Source: an optimization exercise on an open RTL-to-GDS flow (aim: small area, a short achievable clock period and few clock cycles per item). Production flows keep margins and buffers that such runs may drop. Only simulation tests tie the RTL to the original design; equivalence was not proved. Power and IR drop assume default switching activity.

==> design.v <==
`timescale 1ns/1ps
module fc_layer #(
    parameter INPUT_SIZE  = 16,
    parameter OUTPUT_SIZE = 8,
    parameter DATA_WIDTH  = 8
)(
    input  logic                          clk,
    input  logic                          reset,
    input  logic                          start,
    output logic                          done,
    input  logic signed [INPUT_SIZE*DATA_WIDTH-1:0]  input_data_flat,
    input  logic signed [OUTPUT_SIZE*INPUT_SIZE*DATA_WIDTH-1:0] weights_flat,
    input  logic signed [OUTPUT_SIZE*DATA_WIDTH-1:0]            bias_flat,
    output logic signed [OUTPUT_SIZE*DATA_WIDTH-1:0] output_data_flat
);
    logic [3:0] st;
    logic       valid;    
    logic       first, last, en;
    assign first = st[0];
    assign last  = st[3];
    assign en    = !first || start;
    always_ff @(posedge clk or posedge reset) begin
        if (reset) begin
            st    <= 4'b0001;
            done  <= 1'b0;
            valid <= 1'b0;
        end else begin
            if (en) st <= {st[2:0], st[3]};
            done <= last;
            if (last) valid <= 1'b1;
        end
    end
    logic [15:0] sgn, neg, one, two;
    logic [15:0] sgnn, onen, twon, nz;
    always_comb begin
        for (int j = 0; j < 16; j++) begin
            logic b2, b1, b0;
            b2 = (st[0] & input_data_flat[8*j+1]) | (st[1] & input_data_flat[8*j+3]) |
                 (st[2] & input_data_flat[8*j+5]) | (st[3] & input_data_flat[8*j+7]);
            b1 = (st[0] & input_data_flat[8*j+0]) | (st[1] & input_data_flat[8*j+2]) |
                 (st[2] & input_data_flat[8*j+4]) | (st[3] & input_data_flat[8*j+6]);
            b0 = (st[1] & input_data_flat[8*j+1]) | (st[2] & input_data_flat[8*j+3]) |
                 (st[3] & input_data_flat[8*j+5]);
            sgn[j] = b2;
            one[j] = b1 ^ b0;
            two[j] = (b2 & !b1 & !b0) | (!b2 & b1 & b0);
            neg[j] = b2 & !(b1 & b0);
            sgnn[j] = !sgn[j];
            onen[j] = !one[j];
            twon[j] = !two[j];
            nz[j]   = one[j] | two[j];
        end
    end
    logic [4:0] e;
    fc_popcount u_pc (.n(neg), .e(e));
    localparam logic [15:0] K0 = 16'hB000;
    logic [13:0] s_q  [OUTPUT_SIZE];
    logic [13:0] c_q  [OUTPUT_SIZE];
    logic [7:0]  lo_q [OUTPUT_SIZE];
    for (genvar i = 0; i < OUTPUT_SIZE; i++) begin : g_out
        logic [143:0] pp;
        logic [15:0]  as_, ac_;
        logic [15:2]  so, co;
        logic [1:0]   r;
        always_comb begin
            as_ = first ? {{8{bias_flat[8*i+7]}}, bias_flat[8*i +: 8]} : {2'b00, s_q[i]};
            ac_ = first ? K0 : {2'b00, c_q[i]};
        end
        for (genvar j = 0; j < 16; j++) begin : g_row
            logic [7:0] wnn;
            assign wnn = ~(weights_flat[8*(16*i+j) +: 8] ^ {8{sgn[j]}});
            fc_sel u_s0 (.a1(onen[j]), .a2(wnn[0]), .b1(twon[j]), .b2(sgnn[j]), .y(pp[9*j]));
            for (genvar t = 1; t < 8; t++) begin : g_bit
                fc_sel u_s (.a1(onen[j]), .a2(wnn[t]), .b1(twon[j]), .b2(wnn[t-1]), .y(pp[9*j+t]));
            end
            assign pp[9*j+8] = ~(nz[j] & ~wnn[7]);   
        end
        fc_csa u_csa (.pp(pp), .as_(as_), .ac_(ac_), .e(e), .r(r), .so(so), .co(co));
        always_ff @(posedge clk) begin
            if (en) begin
                s_q[i][7:0] <= so[9:2];
                c_q[i][7:0] <= co[9:2];
                lo_q[i]     <= {r, lo_q[i][7:2]};
            end
            s_q[i][13:8] <= so[15:10];
            c_q[i][13:8] <= co[15:10];
        end
        logic [7:0]  hi;
        logic [15:0] acc;
        assign hi  = s_q[i][7:0] + c_q[i][7:0];
        assign acc = {hi, lo_q[i]};
        always_comb begin
            if (!valid)
                output_data_flat[8*i +: 8] = 8'h00;
            else if (!acc[15] && acc[14:7] != 8'h00)
                output_data_flat[8*i +: 8] = 8'h7f;
            else if (acc[15] && acc[14:7] != 8'hff)
                output_data_flat[8*i +: 8] = 8'h80;
            else
                output_data_flat[8*i +: 8] = acc[7:0];
        end
    end
endmodule
module fc_sel (
    input  logic a1, a2, b1, b2,
    output logic y
);
    assign y = !((a1 | a2) & (b1 | b2));
endmodule
module fc_popcount (
  input  logic [15:0] n,
  output logic [4:0]  e
);
  wire ps1, pc2;
  fc_fa u_ps1 (.a(n[0]), .b(n[1]), .c(n[2]), .s(ps1), .co(pc2));
  wire ps3, pc4;
  fc_fa u_ps3 (.a(n[3]), .b(n[4]), .c(n[5]), .s(ps3), .co(pc4));
  wire ps5, pc6;
  fc_fa u_ps5 (.a(n[6]), .b(n[7]), .c(n[8]), .s(ps5), .co(pc6));
  wire ps7, pc8;
  fc_fa u_ps7 (.a(n[9]), .b(n[10]), .c(n[11]), .s(ps7), .co(pc8));
  wire ps9, pc10;
  fc_fa u_ps9 (.a(n[12]), .b(n[13]), .c(n[14]), .s(ps9), .co(pc10));
  wire ps11, pc12;
  fc_fa u_ps11 (.a(n[15]), .b(ps1), .c(ps3), .s(ps11), .co(pc12));
  wire ps13, pc14;
  fc_fa u_ps13 (.a(ps5), .b(ps7), .c(ps9), .s(ps13), .co(pc14));
  wire ps15, pc16;
  fc_ha u_ps15 (.a(ps11), .b(ps13), .s(ps15), .co(pc16));
  wire ps17, pc18;
  fc_fa u_ps17 (.a(pc2), .b(pc4), .c(pc6), .s(ps17), .co(pc18));
  wire ps19, pc20;
  fc_fa u_ps19 (.a(pc8), .b(pc10), .c(pc12), .s(ps19), .co(pc20));
  wire ps21, pc22;
  fc_fa u_ps21 (.a(pc14), .b(ps17), .c(pc16), .s(ps21), .co(pc22));
  wire ps23, pc24;
  fc_ha u_ps23 (.a(ps19), .b(ps21), .s(ps23), .co(pc24));
  wire ps25, pc26;
  fc_fa u_ps25 (.a(pc18), .b(pc20), .c(pc22), .s(ps25), .co(pc26));
  wire ps27, pc28;
  fc_ha u_ps27 (.a(pc24), .b(ps25), .s(ps27), .co(pc28));
  wire ps29, pc30;
  fc_ha u_ps29 (.a(pc26), .b(pc28), .s(ps29), .co(pc30));
  assign e[0] = ps15;
  assign e[1] = ps23;
  assign e[2] = ps27;
  assign e[3] = ps29;
  assign e[4] = pc30;
endmodule
module fc_csa (
  input  logic [143:0] pp,
  input  logic [15:0]  as_,
  input  logic [15:0]  ac_,
  input  logic [4:0]   e,
  output logic [1:0]   r,
  output logic [15:2]  so,
  output logic [15:2]  co
);
  wire ts1, tc2;
  fc_fa u_ts1 (.a(as_[0]), .b(ac_[0]), .c(pp[0]), .s(ts1), .co(tc2));
  wire ts3, tc4;
  fc_fa u_ts3 (.a(pp[9]), .b(pp[18]), .c(pp[27]), .s(ts3), .co(tc4));
  wire ts5, tc6;
  fc_fa u_ts5 (.a(pp[36]), .b(pp[45]), .c(pp[54]), .s(ts5), .co(tc6));
  wire ts7, tc8;
  fc_fa u_ts7 (.a(pp[63]), .b(pp[72]), .c(pp[81]), .s(ts7), .co(tc8));
  wire ts9, tc10;
  fc_fa u_ts9 (.a(pp[90]), .b(pp[99]), .c(pp[108]), .s(ts9), .co(tc10));
  wire ts11, tc12;
  fc_fa u_ts11 (.a(pp[117]), .b(pp[126]), .c(pp[135]), .s(ts11), .co(tc12));
  wire ts13, tc14;
  fc_fa u_ts13 (.a(ts1), .b(ts3), .c(ts5), .s(ts13), .co(tc14));
  wire ts15, tc16;
  fc_fa u_ts15 (.a(ts7), .b(ts9), .c(ts11), .s(ts15), .co(tc16));
  wire ts17, tc18;
  fc_fa u_ts17 (.a(ts13), .b(ts15), .c(e[0]), .s(ts17), .co(tc18));
  wire ts19, tc20;
  fc_fa u_ts19 (.a(as_[1]), .b(ac_[1]), .c(pp[1]), .s(ts19), .co(tc20));
  wire ts21, tc22;
  fc_fa u_ts21 (.a(pp[10]), .b(pp[19]), .c(pp[28]), .s(ts21), .co(tc22));
  wire ts23, tc24;
  fc_fa u_ts23 (.a(pp[37]), .b(pp[46]), .c(pp[55]), .s(ts23), .co(tc24));
  wire ts25, tc26;
  fc_fa u_ts25 (.a(pp[64]), .b(pp[73]), .c(pp[82]), .s(ts25), .co(tc26));
  wire ts27, tc28;
  fc_fa u_ts27 (.a(pp[91]), .b(pp[100]), .c(pp[109]), .s(ts27), .co(tc28));
  wire ts29, tc30;
  fc_fa u_ts29 (.a(pp[118]), .b(pp[127]), .c(pp[136]), .s(ts29), .co(tc30));
  wire ts31, tc32;
  fc_fa u_ts31 (.a(tc2), .b(tc4), .c(tc6), .s(ts31), .co(tc32));
  wire ts33, tc34;
  fc_fa u_ts33 (.a(tc8), .b(tc10), .c(tc12), .s(ts33), .co(tc34));
  wire ts35, tc36;
  fc_fa u_ts35 (.a(ts19), .b(ts21), .c(ts23), .s(ts35), .co(tc36));
  wire ts37, tc38;
  fc_fa u_ts37 (.a(ts25), .b(ts27), .c(ts29), .s(ts37), .co(tc38));
  wire ts39, tc40;
  fc_fa u_ts39 (.a(tc14), .b(tc16), .c(ts31), .s(ts39), .co(tc40));
  wire ts41, tc42;
  fc_fa u_ts41 (.a(ts33), .b(ts35), .c(ts37), .s(ts41), .co(tc42));
  wire ts43, tc44;
  fc_fa u_ts43 (.a(ts39), .b(ts41), .c(tc18), .s(ts43), .co(tc44));
  wire ts45, tc46;
  fc_ha u_ts45 (.a(e[1]), .b(ts43), .s(ts45), .co(tc46));
  wire ts47, tc48;
  fc_fa u_ts47 (.a(as_[2]), .b(ac_[2]), .c(pp[2]), .s(ts47), .co(tc48));
  wire ts49, tc50;
  fc_fa u_ts49 (.a(pp[11]), .b(pp[20]), .c(pp[29]), .s(ts49), .co(tc50));
  wire ts51, tc52;
  fc_fa u_ts51 (.a(pp[38]), .b(pp[47]), .c(pp[56]), .s(ts51), .co(tc52));
  wire ts53, tc54;
  fc_fa u_ts53 (.a(pp[65]), .b(pp[74]), .c(pp[83]), .s(ts53), .co(tc54));
  wire ts55, tc56;
  fc_fa u_ts55 (.a(pp[92]), .b(pp[101]), .c(pp[110]), .s(ts55), .co(tc56));
  wire ts57, tc58;
  fc_fa u_ts57 (.a(pp[119]), .b(pp[128]), .c(pp[137]), .s(ts57), .co(tc58));
  wire ts59, tc60;
  fc_fa u_ts59 (.a(tc20), .b(tc22), .c(tc24), .s(ts59), .co(tc60));
  wire ts61, tc62;
  fc_fa u_ts61 (.a(tc26), .b(tc28), .c(tc30), .s(ts61), .co(tc62));
  wire ts63, tc64;
  fc_fa u_ts63 (.a(ts47), .b(ts49), .c(ts51), .s(ts63), .co(tc64));
  wire ts65, tc66;
  fc_fa u_ts65 (.a(ts53), .b(ts55), .c(ts57), .s(ts65), .co(tc66));
  wire ts67, tc68;
  fc_fa u_ts67 (.a(tc32), .b(tc34), .c(tc36), .s(ts67), .co(tc68));
  wire ts69, tc70;
  fc_fa u_ts69 (.a(tc38), .b(ts59), .c(ts61), .s(ts69), .co(tc70));
  wire ts71, tc72;
  fc_fa u_ts71 (.a(ts63), .b(ts65), .c(tc40), .s(ts71), .co(tc72));
  wire ts73, tc74;
  fc_fa u_ts73 (.a(tc42), .b(ts67), .c(ts69), .s(ts73), .co(tc74));
  wire ts75, tc76;
  fc_fa u_ts75 (.a(ts71), .b(ts73), .c(tc44), .s(ts75), .co(tc76));
  wire ts77, tc78;
  fc_ha u_ts77 (.a(e[2]), .b(tc46), .s(ts77), .co(tc78));
  wire ts79, tc80;
  fc_fa u_ts79 (.a(as_[3]), .b(ac_[3]), .c(pp[3]), .s(ts79), .co(tc80));
  wire ts81, tc82;
  fc_fa u_ts81 (.a(pp[12]), .b(pp[21]), .c(pp[30]), .s(ts81), .co(tc82));
  wire ts83, tc84;
  fc_fa u_ts83 (.a(pp[39]), .b(pp[48]), .c(pp[57]), .s(ts83), .co(tc84));
  wire ts85, tc86;
  fc_fa u_ts85 (.a(pp[66]), .b(pp[75]), .c(pp[84]), .s(ts85), .co(tc86));
  wire ts87, tc88;
  fc_fa u_ts87 (.a(pp[93]), .b(pp[102]), .c(pp[111]), .s(ts87), .co(tc88));
  wire ts89, tc90;
  fc_fa u_ts89 (.a(pp[120]), .b(pp[129]), .c(pp[138]), .s(ts89), .co(tc90));
  wire ts91, tc92;
  fc_fa u_ts91 (.a(tc48), .b(tc50), .c(tc52), .s(ts91), .co(tc92));
  wire ts93, tc94;
  fc_fa u_ts93 (.a(tc54), .b(tc56), .c(tc58), .s(ts93), .co(tc94));
  wire ts95, tc96;
  fc_fa u_ts95 (.a(ts79), .b(ts81), .c(ts83), .s(ts95), .co(tc96));
  wire ts97, tc98;
  fc_fa u_ts97 (.a(ts85), .b(ts87), .c(ts89), .s(ts97), .co(tc98));
  wire ts99, tc100;
  fc_fa u_ts99 (.a(tc60), .b(tc62), .c(tc64), .s(ts99), .co(tc100));
  wire ts101, tc102;
  fc_fa u_ts101 (.a(tc66), .b(ts91), .c(ts93), .s(ts101), .co(tc102));
  wire ts103, tc104;
  fc_fa u_ts103 (.a(ts95), .b(ts97), .c(tc68), .s(ts103), .co(tc104));
  wire ts105, tc106;
  fc_fa u_ts105 (.a(tc70), .b(ts99), .c(ts101), .s(ts105), .co(tc106));
  wire ts107, tc108;
  fc_fa u_ts107 (.a(tc72), .b(tc74), .c(ts103), .s(ts107), .co(tc108));
  wire ts109, tc110;
  fc_fa u_ts109 (.a(ts105), .b(ts107), .c(tc76), .s(ts109), .co(tc110));
  wire ts111, tc112;
  fc_ha u_ts111 (.a(e[3]), .b(tc78), .s(ts111), .co(tc112));
  wire ts113, tc114;
  fc_fa u_ts113 (.a(as_[4]), .b(ac_[4]), .c(pp[4]), .s(ts113), .co(tc114));
  wire ts115, tc116;
  fc_fa u_ts115 (.a(pp[13]), .b(pp[22]), .c(pp[31]), .s(ts115), .co(tc116));
  wire ts117, tc118;
  fc_fa u_ts117 (.a(pp[40]), .b(pp[49]), .c(pp[58]), .s(ts117), .co(tc118));
  wire ts119, tc120;
  fc_fa u_ts119 (.a(pp[67]), .b(pp[76]), .c(pp[85]), .s(ts119), .co(tc120));
  wire ts121, tc122;
  fc_fa u_ts121 (.a(pp[94]), .b(pp[103]), .c(pp[112]), .s(ts121), .co(tc122));
  wire ts123, tc124;
  fc_fa u_ts123 (.a(pp[121]), .b(pp[130]), .c(pp[139]), .s(ts123), .co(tc124));
  wire ts125, tc126;
  fc_fa u_ts125 (.a(tc80), .b(tc82), .c(tc84), .s(ts125), .co(tc126));
  wire ts127, tc128;
  fc_fa u_ts127 (.a(tc86), .b(tc88), .c(tc90), .s(ts127), .co(tc128));
  wire ts129, tc130;
  fc_fa u_ts129 (.a(ts113), .b(ts115), .c(ts117), .s(ts129), .co(tc130));
  wire ts131, tc132;
  fc_fa u_ts131 (.a(ts119), .b(ts121), .c(ts123), .s(ts131), .co(tc132));
  wire ts133, tc134;
  fc_fa u_ts133 (.a(tc92), .b(tc94), .c(tc96), .s(ts133), .co(tc134));
  wire ts135, tc136;
  fc_fa u_ts135 (.a(tc98), .b(ts125), .c(ts127), .s(ts135), .co(tc136));
  wire ts137, tc138;
  fc_fa u_ts137 (.a(ts129), .b(ts131), .c(tc100), .s(ts137), .co(tc138));
  wire ts139, tc140;
  fc_fa u_ts139 (.a(tc102), .b(ts133), .c(ts135), .s(ts139), .co(tc140));
  wire ts141, tc142;
  fc_fa u_ts141 (.a(tc104), .b(tc106), .c(ts137), .s(ts141), .co(tc142));
  wire ts143, tc144;
  fc_fa u_ts143 (.a(ts139), .b(tc108), .c(ts141), .s(ts143), .co(tc144));
  wire ts145, tc146;
  fc_fa u_ts145 (.a(e[4]), .b(ts143), .c(tc110), .s(ts145), .co(tc146));
  wire ts147, tc148;
  fc_fa u_ts147 (.a(as_[5]), .b(ac_[5]), .c(pp[5]), .s(ts147), .co(tc148));
  wire ts149, tc150;
  fc_fa u_ts149 (.a(pp[14]), .b(pp[23]), .c(pp[32]), .s(ts149), .co(tc150));
  wire ts151, tc152;
  fc_fa u_ts151 (.a(pp[41]), .b(pp[50]), .c(pp[59]), .s(ts151), .co(tc152));
  wire ts153, tc154;
  fc_fa u_ts153 (.a(pp[68]), .b(pp[77]), .c(pp[86]), .s(ts153), .co(tc154));
  wire ts155, tc156;
  fc_fa u_ts155 (.a(pp[95]), .b(pp[104]), .c(pp[113]), .s(ts155), .co(tc156));
  wire ts157, tc158;
  fc_fa u_ts157 (.a(pp[122]), .b(pp[131]), .c(pp[140]), .s(ts157), .co(tc158));
  wire ts159, tc160;
  fc_fa u_ts159 (.a(tc114), .b(tc116), .c(tc118), .s(ts159), .co(tc160));
  wire ts161, tc162;
  fc_fa u_ts161 (.a(tc120), .b(tc122), .c(tc124), .s(ts161), .co(tc162));
  wire ts163, tc164;
  fc_fa u_ts163 (.a(ts147), .b(ts149), .c(ts151), .s(ts163), .co(tc164));
  wire ts165, tc166;
  fc_fa u_ts165 (.a(ts153), .b(ts155), .c(ts157), .s(ts165), .co(tc166));
  wire ts167, tc168;
  fc_fa u_ts167 (.a(tc126), .b(tc128), .c(tc130), .s(ts167), .co(tc168));
  wire ts169, tc170;
  fc_fa u_ts169 (.a(tc132), .b(ts159), .c(ts161), .s(ts169), .co(tc170));
  wire ts171, tc172;
  fc_fa u_ts171 (.a(ts163), .b(ts165), .c(tc134), .s(ts171), .co(tc172));
  wire ts173, tc174;
  fc_fa u_ts173 (.a(tc136), .b(ts167), .c(ts169), .s(ts173), .co(tc174));
  wire ts175, tc176;
  fc_fa u_ts175 (.a(tc138), .b(tc140), .c(ts171), .s(ts175), .co(tc176));
  wire ts177, tc178;
  fc_fa u_ts177 (.a(ts173), .b(tc142), .c(ts175), .s(ts177), .co(tc178));
  wire ts179, tc180;
  fc_ha u_ts179 (.a(tc144), .b(ts177), .s(ts179), .co(tc180));
  wire ts181, tc182;
  fc_fa u_ts181 (.a(as_[6]), .b(ac_[6]), .c(pp[6]), .s(ts181), .co(tc182));
  wire ts183, tc184;
  fc_fa u_ts183 (.a(pp[15]), .b(pp[24]), .c(pp[33]), .s(ts183), .co(tc184));
  wire ts185, tc186;
  fc_fa u_ts185 (.a(pp[42]), .b(pp[51]), .c(pp[60]), .s(ts185), .co(tc186));
  wire ts187, tc188;
  fc_fa u_ts187 (.a(pp[69]), .b(pp[78]), .c(pp[87]), .s(ts187), .co(tc188));
  wire ts189, tc190;
  fc_fa u_ts189 (.a(pp[96]), .b(pp[105]), .c(pp[114]), .s(ts189), .co(tc190));
  wire ts191, tc192;
  fc_fa u_ts191 (.a(pp[123]), .b(pp[132]), .c(pp[141]), .s(ts191), .co(tc192));
  wire ts193, tc194;
  fc_fa u_ts193 (.a(tc148), .b(tc150), .c(tc152), .s(ts193), .co(tc194));
  wire ts195, tc196;
  fc_fa u_ts195 (.a(tc154), .b(tc156), .c(tc158), .s(ts195), .co(tc196));
  wire ts197, tc198;
  fc_fa u_ts197 (.a(ts181), .b(ts183), .c(ts185), .s(ts197), .co(tc198));
  wire ts199, tc200;
  fc_fa u_ts199 (.a(ts187), .b(ts189), .c(ts191), .s(ts199), .co(tc200));
  wire ts201, tc202;
  fc_fa u_ts201 (.a(tc160), .b(tc162), .c(tc164), .s(ts201), .co(tc202));
  wire ts203, tc204;
  fc_fa u_ts203 (.a(tc166), .b(ts193), .c(ts195), .s(ts203), .co(tc204));
  wire ts205, tc206;
  fc_fa u_ts205 (.a(ts197), .b(ts199), .c(tc168), .s(ts205), .co(tc206));
  wire ts207, tc208;
  fc_fa u_ts207 (.a(tc170), .b(ts201), .c(ts203), .s(ts207), .co(tc208));
  wire ts209, tc210;
  fc_fa u_ts209 (.a(tc172), .b(tc174), .c(ts205), .s(ts209), .co(tc210));
  wire ts211, tc212;
  fc_fa u_ts211 (.a(ts207), .b(tc176), .c(ts209), .s(ts211), .co(tc212));
  wire ts213, tc214;
  fc_ha u_ts213 (.a(tc178), .b(ts211), .s(ts213), .co(tc214));
  wire ts215, tc216;
  fc_fa u_ts215 (.a(as_[7]), .b(ac_[7]), .c(pp[7]), .s(ts215), .co(tc216));
  wire ts217, tc218;
  fc_fa u_ts217 (.a(pp[16]), .b(pp[25]), .c(pp[34]), .s(ts217), .co(tc218));
  wire ts219, tc220;
  fc_fa u_ts219 (.a(pp[43]), .b(pp[52]), .c(pp[61]), .s(ts219), .co(tc220));
  wire ts221, tc222;
  fc_fa u_ts221 (.a(pp[70]), .b(pp[79]), .c(pp[88]), .s(ts221), .co(tc222));
  wire ts223, tc224;
  fc_fa u_ts223 (.a(pp[97]), .b(pp[106]), .c(pp[115]), .s(ts223), .co(tc224));
  wire ts225, tc226;
  fc_fa u_ts225 (.a(pp[124]), .b(pp[133]), .c(pp[142]), .s(ts225), .co(tc226));
  wire ts227, tc228;
  fc_fa u_ts227 (.a(tc182), .b(tc184), .c(tc186), .s(ts227), .co(tc228));
  wire ts229, tc230;
  fc_fa u_ts229 (.a(tc188), .b(tc190), .c(tc192), .s(ts229), .co(tc230));
  wire ts231, tc232;
  fc_fa u_ts231 (.a(ts215), .b(ts217), .c(ts219), .s(ts231), .co(tc232));
  wire ts233, tc234;
  fc_fa u_ts233 (.a(ts221), .b(ts223), .c(ts225), .s(ts233), .co(tc234));
  wire ts235, tc236;
  fc_fa u_ts235 (.a(tc194), .b(tc196), .c(tc198), .s(ts235), .co(tc236));
  wire ts237, tc238;
  fc_fa u_ts237 (.a(tc200), .b(ts227), .c(ts229), .s(ts237), .co(tc238));
  wire ts239, tc240;
  fc_fa u_ts239 (.a(ts231), .b(ts233), .c(tc202), .s(ts239), .co(tc240));
  wire ts241, tc242;
  fc_fa u_ts241 (.a(tc204), .b(ts235), .c(ts237), .s(ts241), .co(tc242));
  wire ts243, tc244;
  fc_fa u_ts243 (.a(tc206), .b(tc208), .c(ts239), .s(ts243), .co(tc244));
  wire ts245, tc246;
  fc_fa u_ts245 (.a(ts241), .b(tc210), .c(ts243), .s(ts245), .co(tc246));
  wire ts247, tc248;
  fc_ha u_ts247 (.a(tc212), .b(ts245), .s(ts247), .co(tc248));
  wire ts249, tc250;
  fc_fa u_ts249 (.a(as_[8]), .b(ac_[8]), .c(pp[8]), .s(ts249), .co(tc250));
  wire ts251, tc252;
  fc_fa u_ts251 (.a(pp[17]), .b(pp[26]), .c(pp[35]), .s(ts251), .co(tc252));
  wire ts253, tc254;
  fc_fa u_ts253 (.a(pp[44]), .b(pp[53]), .c(pp[62]), .s(ts253), .co(tc254));
  wire ts255, tc256;
  fc_fa u_ts255 (.a(pp[71]), .b(pp[80]), .c(pp[89]), .s(ts255), .co(tc256));
  wire ts257, tc258;
  fc_fa u_ts257 (.a(pp[98]), .b(pp[107]), .c(pp[116]), .s(ts257), .co(tc258));
  wire ts259, tc260;
  fc_fa u_ts259 (.a(pp[125]), .b(pp[134]), .c(pp[143]), .s(ts259), .co(tc260));
  wire ts261, tc262;
  fc_fa u_ts261 (.a(tc216), .b(tc218), .c(tc220), .s(ts261), .co(tc262));
  wire ts263, tc264;
  fc_fa u_ts263 (.a(tc222), .b(tc224), .c(tc226), .s(ts263), .co(tc264));
  wire ts265, tc266;
  fc_fa u_ts265 (.a(ts249), .b(ts251), .c(ts253), .s(ts265), .co(tc266));
  wire ts267, tc268;
  fc_fa u_ts267 (.a(ts255), .b(ts257), .c(ts259), .s(ts267), .co(tc268));
  wire ts269, tc270;
  fc_fa u_ts269 (.a(tc228), .b(tc230), .c(tc232), .s(ts269), .co(tc270));
  wire ts271, tc272;
  fc_fa u_ts271 (.a(tc234), .b(ts261), .c(ts263), .s(ts271), .co(tc272));
  wire ts273, tc274;
  fc_fa u_ts273 (.a(ts265), .b(ts267), .c(tc236), .s(ts273), .co(tc274));
  wire ts275, tc276;
  fc_fa u_ts275 (.a(tc238), .b(ts269), .c(ts271), .s(ts275), .co(tc276));
  wire ts277, tc278;
  fc_fa u_ts277 (.a(tc240), .b(tc242), .c(ts273), .s(ts277), .co(tc278));
  wire ts279, tc280;
  fc_fa u_ts279 (.a(ts275), .b(tc244), .c(ts277), .s(ts279), .co(tc280));
  wire ts281, tc282;
  fc_ha u_ts281 (.a(tc246), .b(ts279), .s(ts281), .co(tc282));
  wire ts283, tc284;
  fc_fa u_ts283 (.a(as_[9]), .b(ac_[9]), .c(tc250), .s(ts283), .co(tc284));
  wire ts285, tc286;
  fc_fa u_ts285 (.a(tc252), .b(tc254), .c(tc256), .s(ts285), .co(tc286));
  wire ts287, tc288;
  fc_fa u_ts287 (.a(tc258), .b(tc260), .c(tc262), .s(ts287), .co(tc288));
  wire ts289, tc290;
  fc_fa u_ts289 (.a(tc264), .b(tc266), .c(tc268), .s(ts289), .co(tc290));
  wire ts291, tc292;
  fc_fa u_ts291 (.a(ts283), .b(ts285), .c(tc270), .s(ts291), .co(tc292));
  wire ts293, tc294;
  fc_fa u_ts293 (.a(tc272), .b(ts287), .c(ts289), .s(ts293), .co(tc294));
  wire ts295, tc296;
  fc_fa u_ts295 (.a(tc274), .b(tc276), .c(ts291), .s(ts295), .co(tc296));
  wire ts297, tc298;
  fc_fa u_ts297 (.a(ts293), .b(tc278), .c(ts295), .s(ts297), .co(tc298));
  wire ts299, tc300;
  fc_ha u_ts299 (.a(tc280), .b(ts297), .s(ts299), .co(tc300));
  wire ts301, tc302;
  fc_fa u_ts301 (.a(as_[10]), .b(ac_[10]), .c(tc284), .s(ts301), .co(tc302));
  wire ts303, tc304;
  fc_fa u_ts303 (.a(tc286), .b(tc288), .c(tc290), .s(ts303), .co(tc304));
  wire ts305, tc306;
  fc_fa u_ts305 (.a(ts301), .b(tc292), .c(tc294), .s(ts305), .co(tc306));
  wire ts307, tc308;
  fc_fa u_ts307 (.a(ts303), .b(tc296), .c(ts305), .s(ts307), .co(tc308));
  wire ts309, tc310;
  fc_ha u_ts309 (.a(tc298), .b(ts307), .s(ts309), .co(tc310));
  wire ts311, tc312;
  fc_fa u_ts311 (.a(as_[11]), .b(ac_[11]), .c(tc302), .s(ts311), .co(tc312));
  wire ts313, tc314;
  fc_fa u_ts313 (.a(tc304), .b(ts311), .c(tc306), .s(ts313), .co(tc314));
  wire ts315, tc316;
  fc_ha u_ts315 (.a(tc308), .b(ts313), .s(ts315), .co(tc316));
  wire ts317, tc318;
  fc_fa u_ts317 (.a(as_[12]), .b(ac_[12]), .c(tc312), .s(ts317), .co(tc318));
  wire ts319, tc320;
  fc_ha u_ts319 (.a(ts317), .b(tc314), .s(ts319), .co(tc320));
  wire ts321, tc322;
  fc_fa u_ts321 (.a(as_[13]), .b(ac_[13]), .c(tc318), .s(ts321), .co(tc322));
  wire ts323, tc324;
  fc_ha u_ts323 (.a(as_[14]), .b(ac_[14]), .s(ts323), .co(tc324));
  wire ts325, tc326;
  fc_ha u_ts325 (.a(as_[15]), .b(ac_[15]), .s(ts325), .co(tc326));
  assign r[0] = ts17;
  assign r[1] = ts45;
  assign so[2] = ts75;
  assign co[2] = ts77;
  assign so[3] = ts109;
  assign co[3] = ts111;
  assign so[4] = tc112;
  assign co[4] = ts145;
  assign so[5] = tc146;
  assign co[5] = ts179;
  assign so[6] = tc180;
  assign co[6] = ts213;
  assign so[7] = tc214;
  assign co[7] = ts247;
  assign so[8] = tc248;
  assign co[8] = ts281;
  assign so[9] = tc282;
  assign co[9] = ts299;
  assign so[10] = tc300;
  assign co[10] = ts309;
  assign so[11] = tc310;
  assign co[11] = ts315;
  assign so[12] = tc316;
  assign co[12] = ts319;
  assign so[13] = tc320;
  assign co[13] = ts321;
  assign so[14] = tc322;
  assign co[14] = ts323;
  assign so[15] = tc324;
  assign co[15] = ts325;
endmodule
module fc_fa (
  input  logic a, b, c,
  output logic s, co
);
  assign s  = a ^ b ^ c;
  assign co = (a & b) | (a & c) | (b & c);
endmodule
module fc_ha (
  input  logic a, b,
  output logic s, co
);
  assign s  = a ^ b;
  assign co = a & b;
endmodule
==> flow/run.sh <==
#!/bin/bash
# The standard layout, except that the ports are buffered with sky130_fd_sc_hd__buf_1
# rather than the delay buffer buffer_ports picks by itself.
set -euo pipefail
bash standard.sh "BUFFER_PORTS_ARGS=-buffer_cell sky130_fd_sc_hd__buf_1" finish > run_make.log 2>&1
==> standard.sh <==
#!/bin/bash
# synth_recipe.tcl (not shown) runs the flow's synth.tcl, then flattens the netlist and writes it again
# the make line also repeats each setting of config.mk as NAME=value (left out here)
make -C /OpenROAD-flow-scripts/flow DESIGN_CONFIG=/design/flow/config.mk WORK_HOME=/design/flow/orfs CLKGATE_MAP_FILE= SYNTH_SCRIPT=/design/flow/synth_recipe.tcl "${@:-finish}"
==> config.mk <==
export PLATFORM = sky130hd
export DESIGN_NAME = fc_layer
export DESIGN_NICKNAME = fc_layer
export VERILOG_FILES = /design/flow/design.v
export SDC_FILE = /design/flow/constraint.sdc
export NUM_CORES = 4
export LEC_CHECK = 0
export CAP_MARGIN = 20
export CORE_AREA = 5 5 435 435
export DIE_AREA = 0 0 440 440
export SETUP_SLACK_MARGIN = 3
export SLEW_MARGIN = 20
export SYNTH_HIERARCHICAL = 1
export SYNTH_MINIMUM_KEEP_SIZE = 0
==> constraint.sdc <==
create_clock -name core_clock -period 10.0 [get_ports {clk}]
set_input_delay 2.0000 -clock core_clock [delete_from_list [all_inputs] [get_ports {clk}]]
set_output_delay 2.0000 -clock core_clock [all_outputs]
set_load 0.01 [all_outputs]
==> results of run 1 <==
## routing by layer
metal  track usage (%)  up-vias  part of all wire, %
li1                  -    20600                    -
met1              47.2    27900                   36
met2              54.7     5040                   42
met3              13.5     1371                   12
met4              31.1       14                   10
met5                 0        -                0.059
## layout make-up
class                           instances  area (µm²)
Fill cell                           18300      114000
Multi-Input combinational cell       4362       49300
Sequential cell                       294        7850
Timing Repair Buffer                 1503        7160
Tap cell                             2464        3080
Clock buffer                           66        1480
Inverter                              100         543
Antenna cell                           74         185
Clock inverter                         20         119
Timing Repair inverter                  4        27.5
## registers in the layout, indices dropped and copies added, names as in the netlist
name   cells
c_q      112
lo_q      64
done       1
s_q      112
valid      1
st         4
## power by group
group	switching, mW	internal (mW)	total [mW]
sequential	0.222	1.80	2.02
clock	0.757	1.03	1.79
combinational	1.94	1.49	3.43
total	2.92	4.32	7.24
## what timing repair did
item | in CTS | in global routing
pin swaps | 12 | 5
setup endpoints to repair | 159 | 95
cloned | 9 | 4
gates resized for setup | 86 | 65
setup buffers | 51 | 39
## stage by stage
stage                     power, mW  setup slack (ns)
final                          7.24              2.96
after detailed placement       5.41              1.47
after global routing           7.79              2.98
after CTS                      7.25              2.98
after floorplan                5.11              2.72
after global placement         5.33              1.51
## modules after synthesis, one instance, submodules excluded
module | cells inside | times used | flops+latches
fc_popcount | 5 | 1 | 0
fc_fa | 1 | 1211 | 0
fc_csa | 30 | 8 | 0
fc_sel | 1 | 1024 | 0
fc_layer | 2567 | 1 | 294
fc_ha | 1 | 108 | 0
## cells by family after synthesis
logic type,count (synthesis)
adders and majority gates,1399
buffers and inverters,508
muxes,60
xor gates and xnor gates,1075
DFF,294
other,1
and+or+nand+nor,479
AOI/OAI and AO/OA,1339
## worst max path at each step
| stage | endpoint | from | cells after the start | slack, ns |
|---|---|---|---|---|
| floorplan | c_q[0][2] | input_data_flat[9] | 14 | 2.72 |
| global placement | c_q[6][2] | input_data_flat[37] | 15 | 1.51 |
| CTS | c_q[6][2] | input_data_flat[41] | 15 | 2.98 |
| detailed placement | c_q[6][2] | input_data_flat[37] | 15 | 1.47 |
| finish | c_q[4][8] | input_data_flat[124] | 15 | 2.96 |
| global route | c_q[6][2] | input_data_flat[61] | 15 | 2.98 |
## cell usage in the layout, fill, tap and decap left out, types with 9 or more instances in the layout
cell type / instances
buf_1: 1283
fa_1: 1204
xnor2_1: 1013
o22ai_1: 987
edfxtp_1: 192
ha_1: 171
buf_4: 158
nand2b_1: 133
nor2b_1: 96
dfxtp_1: 96
o21ai_0: 78
diode_2: 74
nand2_1: 69
a22oi_1: 68
inv_1: 67
clkbuf_16: 60
mux2_2: 58
nor2_1: 51
o21a_1: 44
o22ai_2: 37
buf_12: 32
xnor2_2: 30
xor2_1: 29
nand2_4: 27
nor3_1: 24
clkinvlp_4: 20
a21oi_1: 19
nand2_2: 18
or2_2: 17
a31oi_4: 16
fa_2: 15
buf_6: 14
a21o_1: 12
a22oi_2: 12
nand3_1: 10
inv_4: 9
==> reports/metrics.cfg, run 1 <==
[detailed_routing]
firstDrtPassIters=8
ant_nets=0
drcViolationCount=0
wl_per_cell_um=43.7
vias_per_cell=6.18
dr_total_vias=54900
drt_iter0_markers=6911
wirelength_um=388000

[clocking]
clock_latency_ns=0.69
cts_buffers=47
cts_tree=done
cts.sinks=294
cts_hold_buf=0
cts-root-buf=clkbuf_16
cts.htree.levels=2
cts_max_path_buffers=3
clkTransAtPathRegs_ns=0.06

[layout]
final_cell_area_um2=69800
synthToLayoutAreaGrowth_pct=17.9
utilization_pct=38.0
drive_gt1_share_pct=9.78
finalNetCount=8930
final_cells=8887

[sta]
post-route-min-period_ns=7.04
tns_ns=0
rsz0062_at_grt=true
slew_viol_final=0
skew_ns=0.0509
slew-limit-headroom_pct=16.2
worst_slew_pin_slew_ns=1.25
fmax_ghz=0.142
fin_crit_sh_pct=70.4
timing.hold.ws_ns=0.447
setup_violations=0
hold_viol_final=0

[synth]
synthXorXnorAreaFrac_pct=16.0
avgSynthCellArea_um2=11.5
synth.most_common_cell=fa_1
ys.flop_type=edfxtp_1
async_reset_ff_share_pct=2.04
synthTopCellsByCount=fa_1, xnor2_1, o22ai_1
ys_seq_area_share_pct=13.2
syn_area_um2=59200
synthTopCellsByArea=fa_1, xnor2_1, o22ai_1
yosys.area_share.simple_pct=4.32
ys_warn_count=10
synth.area.mux_share_pct=1.14
netlist.area_leader.share_pct=41.2
synth_top_family_by_area=adder cells
postSynthCellCount=5155
synth_edf_count=192
ys_seq_elements=294
synth_top_area_cell=fa_1
synth_cell_types=61
synthAdderAreaFrac_pct=45.1
synth_compound_area_share_pct=14.8

[worst_setup_path]
crit_arrival_ns=7.59
r2r_slack_ns=3.14
slowest_delay_ns=0.62
crit_required_ns=10.56
crit_top_cell=fa_1
worstPathCellList=buf_1 > a22oi_2 > nand2_2 > ha_1 > clkinvlp_4 > buf_12 > nand2_2 > nand2b_1 > fa_1 > fa_1 > fa_1 > fa_1 > fa_1 > fa_1 > ha_1
reg2reg_to=c_q[4][8]
path_max_fanout=57
ff2ff_path_depth=15
end_kind=register
cp_slowest_cell=nand2_2
path_buf_inv=3
path_delay_family=adder cells
worstSetupStartpointType=input port
worst_r2r_startpoint=st[0]
critPathKind=in -> reg

[pwr]
p_per_area_nw_per_um2=104
peakVddDrop_uv=155
p_leak_nw=26.8

[place]
dp_cells=8624
io_buffers=1283
dpl-instance-area_um2=66300
dpl.hpwl_um=301000
gp_congestion=1.07

[floorplan]
die-width_um=440
num_io_pins=1284
dieArea_um2=194000
rows=157
die_h_um=440
coreArea_um2=183000
start_util_pct=32.2

[global_routing]
grt-ovfl-total=0
grt_start_max_net_pins=108
grt_pass1_vias=57300
gr-usage-all-layers_pct=38.5
grt_pass1_wl_um=500000
antenna_found_initial=100

[hold_path]
hold_class=reg -> reg
holdPathEnd=lo_q[5][4]
hold_start=lo_q[5][6]
whs_path_depth=0

[job]
cap_viol_max_count=0

[status]
outcome=finished clean

Testbench counts, summed over its fixed seeds: cycles 1,920, inferences 384.
==> inputs of run 2 (changes only) <==
--- a/config.mk
+++ b/config.mk
@@ -10,3 +10,3 @@
 export DIE_AREA = 0 0 440 440
-export SETUP_SLACK_MARGIN = 3
+export SETUP_SLACK_MARGIN = 3.25
 export SLEW_MARGIN = 20
==> reports/metrics.cfg, run 2 <==
[floorplan]
rows=157
num_io_pins=1284
start_util_pct=32.2
die_h_um=440
coreArea_um2=183000
dieArea_um2=194000
die-width_um=440

[clocking]
cts.sinks=294
cts_hold_buf=0
clock_latency_ns=0.71
clkTransAtPathRegs_ns=0.06
cts.htree.levels=2
cts_buffers=45
cts_tree=done
cts_max_path_buffers=3
cts-root-buf=clkbuf_16

[place]
dpl.hpwl_um=308000
gp_congestion=1.04
io_buffers=1283
pre_cts_ws_ns=1.40

[synth]
synth.most_common_cell=fa_1
netlist.area_leader.share_pct=41.2
ys_warn_count=10
postSynthCellCount=5155
synth_cell_types=61
ys_seq_area_share_pct=13.2
synthTopCellsByCount=fa_1, xnor2_1, o22ai_1
synth_edf_count=192
ys_seq_elements=294
syn_area_um2=59200
async_reset_ff_share_pct=2.04
synthTopCellsByArea=fa_1, xnor2_1, o22ai_1
ys.flop_type=edfxtp_1
synth_top_area_cell=fa_1
avgSynthCellArea_um2=11.5

[layout]
final.fill_count=18400
finalNetCount=8951
utilization_pct=38.6
final_cell_mix=buf_1, fa_1, o22ai_1, xnor2_1, edfxtp_1
synthToLayoutAreaGrowth_pct=19.7
top_regs=c_q: 112 flops, s_q: 112 flops, lo_q: 64 flops
layout_commonest_cell=buf_1
drive_gt1_share_pct=10.9

[detailed_routing]
drt_iter0_markers=6795
drcViolationCount=0
ant_nets=0
wl_per_cell_um=44.4
dr_total_vias=54500
vias_per_cell=6.12
wirelength_um=396000
firstDrtPassIters=6

[sta]
rsz0062_at_grt=true
slew-limit-headroom_pct=22.7
slew_viol_final=0
worst_slew_pin_slew_ns=1.16
hold_viol_final=0
fin_crit_sh_pct=68.0
setup_violations=0
tns_ns=0
fmax_ghz=0.147
post-route-min-period_ns=6.80
skew_ns=0.0706
worst_slack_ns=3.20

[global_routing]
grt_start_max_net_pins=100
grt_pass1_wl_um=508000
grt_pass1_vias=56300
antenna_found_initial=126
gr-usage-all-layers_pct=39.3
grt-ovfl-total=0

[status]
outcome=finished clean

[worst_setup_path]
worstSetupStartpointType=input port
crit_arrival_ns=7.25
end_kind=register
crit_required_ns=10.45
critPathKind=in -> reg
path_max_fanout=24

[hold_path]
hold_class=reg -> reg

[pwr]
p_leak_nw=27.3
peakVddDrop_uv=128
p_per_area_nw_per_um2=102

[job]
cap_viol_max_count=0

==> run 2: cell count changes in the layout (fill, tap and decap cells not counted), moves of 8 or more <==
cell | before | now
buf_12 | 32 | 48
buf_4 | 158 | 132
buf_6 | 14 | 30
nand2_1 | 69 | 61
xnor2_1 | 1013 | 978
xnor2_2 | 30 | 58
==> run 2: logic make-up (layout without fill, tap and decap cells) <==
logic type	Yosys count	in the layout	synth area share (%)
other	1	84	0.00634
buffers and inverters	508	1713	5.46
adder cells (fa/ha/maj)	1399	1399	45.1
AND/OR/NAND/NOR	479	482	4.32
flip-flops	294	294	13.2
multiplexers	60	60	1.14
XOR/XNOR	1075	1075	16.0
AO/OA/AOI/OAI	1339	1339	14.8
==> run 2: modules after synthesis (local to each module, per instance) <==
module,area [µm²],cells inside,copies in the design
fc_layer,25300,2567,1
fc_csa,225,30,8
fc_popcount,37.5,5,1
fc_fa,20.0,1,1211
fc_ha,12.5,1,108
fc_sel,6.26,1,1024
==> run 2: area by class of cell <==
cell class,instances,area [µm²],share of cell area [%]
inverters,100,592,0.836
flip-flops and latches,294,7850,11.1
repair inverters,10,75.1,0.106
clock inverters,17,118,0.166
clock buffers,67,1390,1.96
multi-input cells,4363,49800,70.3
repair buffers,1519,7720,10.9
diodes,76,190,0.269
well taps,2464,3080,4.35
==> run 2: timing repair <==
| action | in CTS | in global routing |
|---|---|---|
| resized for setup | 184 | 161 |
| endpoints found under the hold margin | 0 | 0 |
| gates cloned | 20 | 4 |
| endpoints found under the setup margin | 198 | 105 |
| buffers inserted | 71 | 27 |
| pin swaps | 13 | 15 |
==> run 2: final timing paths <==
check	from	end	slack (ns)	cells after the start
max in group asynchronous	reset	st[3]	8.45	2
max reg2reg	st[1]	c_q[7][2]	3.40	14
min	lo_q[2][2]	lo_q[2][0]	0.45	0
min reg2reg	lo_q[2][2]	lo_q[2][0]	0.45	0
max	input_data_flat[32]	c_q[6][2]	3.20	15
min in group asynchronous	reset	valid	1.24	2
==> run 2: metal layers <==
metal	global-route usage, %	up-vias	wire length [µm]	share of wire (%)
li1	-	20600	-	-
met3	11.4	1191	43300	11
met5	0	-	78	0.020
met2	58.1	4479	169000	43
met4	29.1	12	37700	9.5
met1	48.9	28200	146000	37
==> run 2: power by group <==
| group | switching, mW | total [mW] | internal [mW] | leakage, nW |
|---|---|---|---|---|
| registers | 0.222 | 2.02 | 1.80 | 3.01 |
| logic | 1.96 | 3.45 | 1.50 | 23.5 |
| clock network | 0.758 | 1.72 | 0.962 | 0.746 |
| total | 2.94 | 7.19 | 4.26 | 27.3 |
==> run 2: critical path, stage by stage <==
cell and delay (ns):
buf_1 0.13, a22oi_1 0.27, nand2_2 0.23, ha_4 0.47
clkinvlp_4 0.11, buf_4 0.20, buf_12 0.19, o22ai_2 0.21
fa_1 0.57, fa_1 0.44, fa_1 0.47, fa_1 0.45
fa_1 0.54, fa_1 0.44, fa_1 0.45
==> run 2: metrics by stage <==
step           total power, mW  hold WS [ns]  area, µm²  cells
2_1_floorplan             5.11         0.349      59600   5162
3_3_place_gp              5.32         0.432      66000   8628
3_5_place_dp              5.43         0.435      66000   8628
4_1_cts                   7.20         0.449      69400   8803
5_1_grt                   7.71         0.452      70800   8894
6_report                  7.19         0.450      70800   8910
==> inputs of run 3 (changes only) <==
--- a/config.mk
+++ b/config.mk
@@ -10,2 +10,3 @@
 export DIE_AREA = 0 0 440 440
+export GPL_ROUTABILITY_DRIVEN = 0
 export SETUP_SLACK_MARGIN = 3.25
==> reports/metrics.cfg, run 3 <==
[status]
outcome=finished clean

[synth]
netlist.area_leader.share_pct=41.2
avgSynthCellArea_um2=11.5
synth.most_common_cell=fa_1
syn_area_um2=59200
synth_edf_count=192
synthTopCellsByArea=fa_1, xnor2_1, o22ai_1
ys_seq_elements=294
ys_warn_count=10
synthTopCellsByCount=fa_1, xnor2_1, o22ai_1
ys.flop_type=edfxtp_1
async_reset_ff_share_pct=2.04
ys_seq_area_share_pct=13.2
synth_cell_types=61
postSynthCellCount=5155
synth_top_area_cell=fa_1

[detailed_routing]
ant_nets=0
wl_per_cell_um=43.1
vias_per_cell=6.30
wirelength_um=387000
drt_iter0_markers=8079
dr_total_vias=56500
firstDrtPassIters=9
drcViolationCount=0

[sta]
fmax_ghz=0.145
worst_slack_ns=3.12
post-route-min-period_ns=6.88
tns_ns=0
slew-limit-headroom_pct=32.4
slew_viol_final=0
worst_slew_pin_slew_ns=1.01
rsz0062_at_grt=true
skew_ns=0.0671
hold_viol_final=0
fin_crit_sh_pct=68.8
setup_violations=0

[worst_setup_path]
worstSetupStartpointType=input port
end_kind=register
cp_slowest_cell=fa_1
slowest_delay_ns=0.59
path_buf_inv=3
critPathKind=in -> reg
r2r_slack_ns=3.27
crit_required_ns=10.39
reg2reg_to=c_q[2][2]
crit_top_cell=fa_1
worst_r2r_startpoint=st[2]
cp.depth=14
worstPathCellList=buf_1 > a22oi_1 > nand2_4 > buf_6 > buf_12 > xnor2_2 > o22ai_1 > fa_1 > fa_1 > fa_1 > fa_1 > fa_1 > fa_1 > fa_1
path_delay_family=adder cells
path_max_fanout=32
crit_arrival_ns=7.27
ff2ff_path_depth=14

[global_routing]
grt_pass1_wl_um=495000
antenna_found_initial=196
grt_pass1_vias=57200
grt_start_max_net_pins=65
gr-usage-all-layers_pct=38.0
grt-ovfl-total=0

[layout]
finalNetCount=8962
layout_commonest_cell=buf_1
synthToLayoutAreaGrowth_pct=20.7
top_regs=c_q: 112 flops, s_q: 112 flops, lo_q: 64 flops
drive_gt1_share_pct=11.5
final_cell_mix=buf_1, fa_1, xnor2_1, o22ai_1, edfxtp_1

[job]
cap_viol_max_count=0

[place]
dpl.hpwl_um=294000
pre_cts_ws_ns=1.35
io_buffers=1283

[clocking]
cts_buffers=46
cts.htree.levels=2
cts_max_path_buffers=3
cts.sinks=294
cts_tree=done
cts_hold_buf=0
cts-root-buf=clkbuf_16
clkTransAtPathRegs_ns=0.06
clock_latency_ns=0.67

[floorplan]
rows=157
start_util_pct=32.2
dieArea_um2=194000
coreArea_um2=183000
die-width_um=440
num_io_pins=1284
die_h_um=440

[hold_path]
holdPathEnd=lo_q[5][1]
hold_class=reg -> reg
whs_path_depth=0
hold_start=lo_q[5][3]

[pwr]
p_per_area_nw_per_um2=101
peakVddDrop_uv=156
p_leak_nw=27.4

run 3: cell types whose count changed in the layout (fill, tap and decap cells not counted), moves of 5 or more:
cell       previous run  this run
fa_2                 12        18
nand2_1              61        55
nor3_1               20        14
buf_12               48        60
diode_2              76       128
a22oi_2              12        19
fa_1               1207      1201
clkinv_8              2         7
a22oi_1              68        61
nand2_4              29        35
clkbuf_16            55        60
run 3: where the power goes:
part           leakage, nW  internal [mW]  switching (mW)
Combinational         23.6           1.50            1.93
Sequential            3.01           1.80           0.220
Clock                0.790           1.05           0.730
Total                 27.4           4.35            2.88
run 3: stage by stage:
stage          cells  instance area (µm²)  hold WS, ns  power, mW  utilization (%)
5_1_grt         8918                71300        0.459       7.73             38.9
2_1_floorplan   5162                59600        0.349       5.11                -
4_1_cts         8817                69600        0.454       7.19             37.9
6_report        8972                71400        0.444       7.23             38.9
3_5_place_dp    8630                66100        0.437       5.36             36.0
3_3_place_gp    8629                66000        0.432       5.21             36.0
run 3: area by class of cell:
class                           instances  area, µm²
Fill cell                           18200     112000
Inverter                              100        553
Antenna cell                          128        320
Sequential cell                       294       7850
Timing Repair Buffer                 1530       7940
Tap cell                             2464       3080
Multi-Input combinational cell       4367      50000
Clock buffer                           69       1480
Clock inverter                         15        131
Timing Repair inverter                  5       37.5
run 3: worst max-delay path by stage:
| stage | from | endpoint | slack (ns) |
|---|---|---|---|
| after floorplan | input_data_flat[61] | c_q[0][2] | 2.71 |
| after global placement | input_data_flat[9] | c_q[7][2] | 1.35 |
| after detailed placement | input_data_flat[9] | c_q[6][2] | 1.35 |
| after CTS | input_data_flat[73] | c_q[3][2] | 3.18 |
| after global routing | input_data_flat[65] | c_q[4][2] | 3.22 |
| final | input_data_flat[45] | c_q[2][2] | 3.12 |
run 3: metal layers:
metal / vias up / global-route usage [%] / wire (µm)
met4: 70 / 31.2 / 39900
met1: 28300 / 43.9 / 132000
li1: 20700 / - / -
met5: - / 0.680 / 778
met3: 1783 / 17.6 / 55400
met2: 5714 / 53.6 / 159000
run 3: per-module statistics from Yosys (local to each module, per instance):
| module | cells | copies in the design | area (µm²) | flops+latches |
|---|---|---|---|---|
| fc_layer | 2567 | 1 | 25300 | 294 |
| fc_sel | 1 | 1024 | 6.26 | 0 |
| fc_popcount | 5 | 1 | 37.5 | 0 |
| fc_csa | 30 | 8 | 225 | 0 |
| fc_fa | 1 | 1211 | 20.0 | 0 |
| fc_ha | 1 | 108 | 12.5 | 0 |
run 3: logic make-up after synthesis:
logic type	synth area share, %
flops	13.2
xor+xnor	16.0
fa+ha+maj	45.1
compound gates	14.8
other cells	0.00634
buf+inv	5.46
mux	1.14
simple gates	4.32
run 3: timing repair:
item	4_1_cts	5_1_grt
gates cloned	18	6
pin swaps	22	17
endpoints found under the setup margin	200	116
buffers inserted	85	21
resized for setup	176	203
==> inputs of run 4 (changes only) <==
--- a/config.mk
+++ b/config.mk
@@ -9,4 +9,4 @@
 export CORE_AREA = 5 5 435 435
+export CTS_BUF_LIST = sky130_fd_sc_hd__clkbuf_4 sky130_fd_sc_hd__clkbuf_8
 export DIE_AREA = 0 0 440 440
-export GPL_ROUTABILITY_DRIVEN = 0
 export SETUP_SLACK_MARGIN = 3.25
==> reports/metrics.cfg, run 4 <==
[layout]
synthToLayoutAreaGrowth_pct=17.9
finalNetCount=8940
layout_commonest_cell=buf_1
final.fill_count=18600
final_cell_area_um2=69700
final_cell_mix=buf_1, fa_1, o22ai_1, xnor2_1, edfxtp_1
top_regs=c_q: 112 flops, s_q: 112 flops, lo_q: 64 flops
drive_gt1_share_pct=10.1

[sta]
skew_ns=0.0857
post-route-min-period_ns=6.81
rsz0062_at_grt=true
tns_ns=0
fmax_ghz=0.147
setup_violations=0
slew-limit-headroom_pct=23.3
hold_viol_final=0
worst_slew_pin_slew_ns=1.15
fin_crit_sh_pct=68.1
slew_viol_final=0

[floorplan]
coreArea_um2=183000
start_util_pct=32.2
die-width_um=440
num_io_pins=1284
rows=157
die_h_um=440
dieArea_um2=194000

[pwr]
peakVddDrop_uv=73.0
p_leak_nw=26.8
total_power_mw=7.14
p_per_area_nw_per_um2=102

[synth]
postSynthCellCount=5155
netlist.area_leader.share_pct=41.2
synthTopCellsByCount=fa_1, xnor2_1, o22ai_1
ys_seq_area_share_pct=13.2
syn_area_um2=59200
ys.flop_type=edfxtp_1
synth_cell_types=61
ys_seq_elements=294
synth_top_area_cell=fa_1
async_reset_ff_share_pct=2.04
avgSynthCellArea_um2=11.5
synthTopCellsByArea=fa_1, xnor2_1, o22ai_1
synth.most_common_cell=fa_1
ys_warn_count=10
synth_edf_count=192

[worst_setup_path]
cp_slowest_cell=xnor2_1
path_delay_family=adder cells
path_max_fanout=16
worstPathCellList=buf_1 > a22oi_1 > nand2_4 > buf_4 > xnor2_1 > o22ai_1 > fa_1 > fa_1 > fa_1 > fa_1 > fa_1 > fa_1 > ha_1
critPathKind=in -> reg
crit_top_cell=fa_1
path_buf_inv=2
crit_arrival_ns=7.35
end_kind=register
crit_required_ns=10.54
worstSetupStartpointType=input port
slowest_delay_ns=0.93

[clocking]
cts.sinks=294
cts_buffers=68
clkTransAtPathRegs_ns=0.06
cts-root-buf=clkbuf_8
cts_max_path_buffers=3
clock_latency_ns=0.83
cts_tree=done
cts.htree.levels=3

[place]
io_buffers=1283
dpl-instance-area_um2=66000
dpl.hpwl_um=308000
gp_congestion=1.04

[global_routing]
grt-ovfl-total=0
grt_start_max_net_pins=100
grt_pass1_wl_um=502000
grt_pass1_vias=56200
gr-usage-all-layers_pct=38.8
antenna_found_initial=122

[detailed_routing]
wl_per_cell_um=43.8
drcViolationCount=0
drt_iter0_markers=6733
vias_per_cell=6.08
firstDrtPassIters=5
wirelength_um=390000
ant_nets=0
dr_total_vias=54200

[hold_path]
hold_class=reg -> reg

[job]
cap_viol_max_count=0

[status]
outcome=finished clean

[run 4: cell types whose count changed in the layout (fill, tap and decap cells not counted), sizes merged]
cell,previous run,this run
diode,128,71
clkinv,17,23
nand2,119,118
buf,1519,1477
clkinvlp,23,29
clkbuf,77,103
bufbuf,3,1
inv,79,83
a31oi,27,24
bufinv,1,5
[run 4: modules after synthesis, one instance, submodules excluded]
module       flops+latches  copies in the design  area, µm²
fc_layer               294                     1      25300
fc_csa                   0                     8        225
fc_popcount              0                     1       37.5
fc_fa                    0                  1211       20.0
fc_ha                    0                   108       12.5
fc_sel                   0                  1024       6.26
[run 4: cell families (layout without fill, tap and decap cells)]
family                     count (synthesis)  after routing  synth area share (%)
DFF                                      294            294                  13.2
and+or+nand+nor                          479            482                  4.32
buffers and inverters                    508           1721                  5.46
other                                      1             79               0.00634
adders and majority gates               1399           1399                  45.1
xor gates and xnor gates                1075           1075                  16.0
muxes                                     60             60                  1.14
AOI/OAI and AO/OA                       1339           1339                  14.8
[run 4: worst paths after layout]
kind | startpoint | to | slack [ns] | cells past startpoint
min in group asynchronous | reset | st[1] | 1.12 | 2
max reg2reg | st[2] | c_q[5][3] | 3.32 | 17
max | input_data_flat[45] | c_q[0][5] | 3.19 | 13
max in group asynchronous | reset | st[0] | 8.55 | 2
min reg2reg | lo_q[4][5] | lo_q[4][3] | 0.45 | 0
min | lo_q[4][5] | lo_q[4][3] | 0.45 | 0
[run 4: cell type report]
type                            instances  area [µm²]  area share (%)
Multi-Input combinational cell       4363       49400            70.8
Sequential cell                       294        7850            11.3
Timing Repair Buffer                 1485        7140            10.2
Tap cell                             2464        3080            4.42
Clock buffer                           96        1200            1.72
Inverter                              100         543           0.779
Clock inverter                         30         303           0.434
Antenna cell                           71         178           0.255
Timing Repair inverter                 10        75.1           0.108
[run 4: per-stage QoR]
step | util, % | setup slack, ns | hold slack [ns] | instances
2_1_floorplan | - | 2.71 | 0.349 | 5162
3_3_place_gp | 36.0 | 1.44 | 0.432 | 8628
3_5_place_dp | 36.0 | 1.40 | 0.435 | 8628
4_1_cts | 37.5 | 3.20 | 0.450 | 8833
5_1_grt | 38.0 | 3.20 | 0.452 | 8905
6_report | 38.0 | 3.19 | 0.451 | 8913
[run 4: what timing repair did]
item | CTS | global route
gates resized for setup | 124 | 120
pin swaps | 12 | 6
gates cloned | 14 | 3
hold endpoints to repair | 0 | 0
setup endpoints to repair | 182 | 93
setup buffers | 65 | 6
hold buffers | 0 | 0
[run 4: routing by layer]
layer / track usage (%) / up-vias / part of all wire (%)
li1: - / 20600 / -
met1: 48.5 / 28200 / 37
met2: 58.0 / 4319 / 44
met3: 10.9 / 1120 / 11
met4: 27.5 / 30 / 8.5
met5: 0 / - / 0.061
[run 4: report_power, final]
group / switching [mW] / internal [mW] / total [mW]
registers: 0.223 / 1.80 / 2.02
logic: 1.95 / 1.50 / 3.45
clock network: 0.754 / 0.913 / 1.67
total: 2.93 / 4.21 / 7.14
==> inputs of run 5 (changes only) <==
--- a/config.mk
+++ b/config.mk
@@ -11,2 +11,3 @@
 export DIE_AREA = 0 0 440 440
+export PLACE_DENSITY = 0.5
 export SETUP_SLACK_MARGIN = 3.25
==> reports/metrics.cfg, run 5 <==
[status]
outcome=finished clean

[sta]
skew_ns=0.0456
post-route-min-period_ns=6.96
fmax_ghz=0.144
worst_slew_pin_slew_ns=1.19
timing.hold.ws_ns=0.437
tns_ns=0
rsz0062_at_grt=true
slew-limit-headroom_pct=20.6
hold_viol_final=0
slew_viol_final=0
fin_crit_sh_pct=69.6
setup_violations=0

[layout]
synthToLayoutAreaGrowth_pct=18.5
layout_commonest_cell=buf_1
finalNetCount=8948
top_regs=c_q: 112 flops, s_q: 112 flops, lo_q: 64 flops
drive_gt1_share_pct=10.2
final.fill_count=18600
final_cells=8914
final_cell_mix=buf_1, fa_1, o22ai_1, xnor2_1, edfxtp_1

[floorplan]
start_util_pct=32.2
die-width_um=440
die_h_um=440
num_io_pins=1284
dieArea_um2=194000
coreArea_um2=183000
rows=157

[clocking]
cts-root-buf=clkbuf_8
cts_buffers=70
cts_hold_buf=0
cts.htree.levels=3
cts_max_path_buffers=3
cts.sinks=294
clock_latency_ns=0.82
cts_tree=done
clkTransAtPathRegs_ns=0.07

[pwr]
peakVddDrop_uv=96.5
p_switching_mw=2.97
p_per_area_nw_per_um2=103
switching_share_pct=41.0
p_leak_nw=27.0
pwr-share-seq_pct=28.0
p_int_mw=4.27
pwr-share-comb_pct=48.1
p_clk_share_pct=24.0

[worst_setup_path]
cp_slowest_cell=xnor2_1
crit_start=input_data_flat[17]
path_buf_inv=2
r2r_slack_ns=3.31
ff2ff_path_depth=15
path_delay_family=adder cells
worstPathCellList=buf_1 > a22oi_1 > nand2_4 > buf_12 > xnor2_1 > o22ai_1 > fa_1 > fa_1 > fa_1 > fa_1 > fa_1 > fa_1 > fa_1
path_max_fanout=34
crit_top_cell=fa_1
critPathKind=in -> reg
crit_required_ns=10.55
crit_arrival_ns=7.52
worstSetupStartpointType=input port
worst_r2r_startpoint=st[0]
reg2reg_to=c_q[4][2]
end_kind=register
slowest_delay_ns=0.67

[detailed_routing]
wl_per_cell_um=45.4
drcViolationCount=0
vias_per_cell=6.13
ant_nets=0
dr_total_vias=54600
firstDrtPassIters=8
drt_iter0_markers=6609
wirelength_um=405000

[hold_path]
holdPathEnd=lo_q[2][0]
hold_start=lo_q[2][2]
whs_path_depth=0
hold_class=reg -> reg

[place]
dp_cells=8616
gp_congestion=1.01
dpl.hpwl_um=307000
io_buffers=1283

[global_routing]
antenna_found_initial=94
grt_pass1_wl_um=521000
gr-usage-all-layers_pct=40.6
grt_pass1_vias=57800
grt-ovfl-total=0
grt_start_max_net_pins=103

[synth]
netlist.area_leader.share_pct=41.2
synth_edf_count=192
synthTopCellsByArea=fa_1, xnor2_1, o22ai_1
postSynthCellCount=5155
synth_top_area_cell=fa_1
ys_seq_elements=294
async_reset_ff_share_pct=2.04
synth.most_common_cell=fa_1
avgSynthCellArea_um2=11.5
ys_warn_count=10
syn_area_um2=59200
ys.flop_type=edfxtp_1
synthTopCellsByCount=fa_1, xnor2_1, o22ai_1
synth_cell_types=61
ys_seq_area_share_pct=13.2

[job]
cap_viol_max_count=0

run 5: metrics by stage:
step           util, %  worst slack (ns)  power [mW]  instance area, µm²
3_3_place_gp      36.0              1.49        5.42               66000
2_1_floorplan        -              2.71        5.11               59600
3_5_place_dp      36.0              1.59        5.46               66000
4_1_cts           37.7              3.20        7.26               69200
6_report          38.2              3.04        7.24               70100
5_1_grt           38.2              3.19        7.76               70100
run 5: cell families after synthesis:
family / after synthesis / synth area share, %
AO/OA/AOI/OAI: 1339 / 14.8
multiplexers: 60 / 1.14
other: 1 / 0.00634
adder cells (fa/ha/maj): 1399 / 45.1
AND/OR/NAND/NOR: 479 / 4.32
XOR/XNOR: 1075 / 16.0
buffers and inverters: 508 / 5.46
flip-flops: 294 / 13.2
run 5: how the worst max path moves through the flow:
stage / to / slack [ns] / depth (start not counted)
2_1_floorplan: c_q[0][2] / 2.71 / 14
3_3_place_gp: c_q[4][8] / 1.49 / 15
3_5_place_dp: c_q[3][2] / 1.59 / 14
4_1_cts: c_q[4][2] / 3.20 / 15
5_1_grt: c_q[3][2] / 3.19 / 15
6_report: c_q[6][2] / 3.04 / 13
run 5: timing repair:
item / in CTS / in global routing
hold endpoints to repair: 0 / 0
endpoints found under the setup margin: 177 / 98
gates cloned: 22 / 1
gates resized for setup: 128 / 112
pin swaps: 9 / 4
buffers inserted: 66 / 17
run 5: area by class of cell:
class | instances | area, µm² | area share (%)
Sequential cell | 294 | 7850 | 11.2
Clock inverter | 20 | 229 | 0.326
Timing Repair inverter | 10 | 72.6 | 0.103
Antenna cell | 67 | 168 | 0.239
Inverter | 100 | 546 | 0.778
Clock buffer | 105 | 1330 | 1.90
Timing Repair Buffer | 1490 | 7450 | 10.6
Multi-Input combinational cell | 4364 | 49400 | 70.4
Tap cell | 2464 | 3080 | 4.40
run 5: per-module statistics from Yosys (local to each module, per instance):
module,flip-flops and latches,cells inside,copies in the design
fc_layer,294,2567,1
fc_csa,0,30,8
fc_popcount,0,5,1
fc_fa,0,1,1211
fc_ha,0,1,108
fc_sel,0,1,1024
run 5: metal layers:
layer  global-route usage [%]  wire length [µm]  vias up
met4                     28.2             35200       34
met5                    0.529               360        -
met1                     49.3            147000    28400
met2                     61.2            177000     4347
met3                     13.1             45500     1190
li1                         -                 -    20600
run 5: power groups by stage:
stage / combinational (mW) / clock (mW) / sequential (mW)
3_5_place_dp: 3.42 / 0 / 2.04
5_1_grt: 3.91 / 1.80 / 2.05
4_1_cts: 3.46 / 1.77 / 2.02
3_3_place_gp: 3.38 / 0 / 2.04
6_report: 3.48 / 1.74 / 2.03
2_1_floorplan: 3.18 / 0 / 1.93

[afterwards: timing with drivers on the ports]
The flow's constraints put no driver on any port. The routed layouts listed below were extracted and timed again, unchanged, in two steps. Step 1 (the two cells are an assumption about what drives the block):
set clk [get_ports {clk}]
set_driving_cell -lib_cell sky130_fd_sc_hd__clkbuf_16 $clk
set_driving_cell -lib_cell sky130_fd_sc_hd__buf_2 [delete_from_list [all_inputs] $clk]
Step 2 times the ports against the registers' clock, not the clock port: input delays grow and output delays shrink by t, the midpoint of the rising clock arrivals with the driver on. Slacks: ideal ports / drivers / drivers and shift; pairs: ideal ports / drivers.
| run | t (ns) | slack for setup (ns) | worst slew at a driven data input, ns | cell pins on the clock port's net |
|---|---|---|---|---|
| run 1 | 0.758 | 2.964 / 3.033 / 2.275 | 0.27 | 1 |
| run 2 | 0.768 | 3.204 / 3.186 / 2.417 | 0.30 | 1 |
| run 3 | 0.727 | 3.115 / 3.181 / 2.454 | 0.31 | 1 |
| run 4 | 0.887 | 3.193 / 3.232 / 2.345 | 0.29 | 1 |
| run 5 | 0.893 | 3.039 / 3.107 / 2.214 | 0.30 | 1 |
After both steps every run listed still meets setup and hold. The setup slack of run 4, which loses most, moves by +0.039 ns with the drivers and by -0.848 ns with both steps.
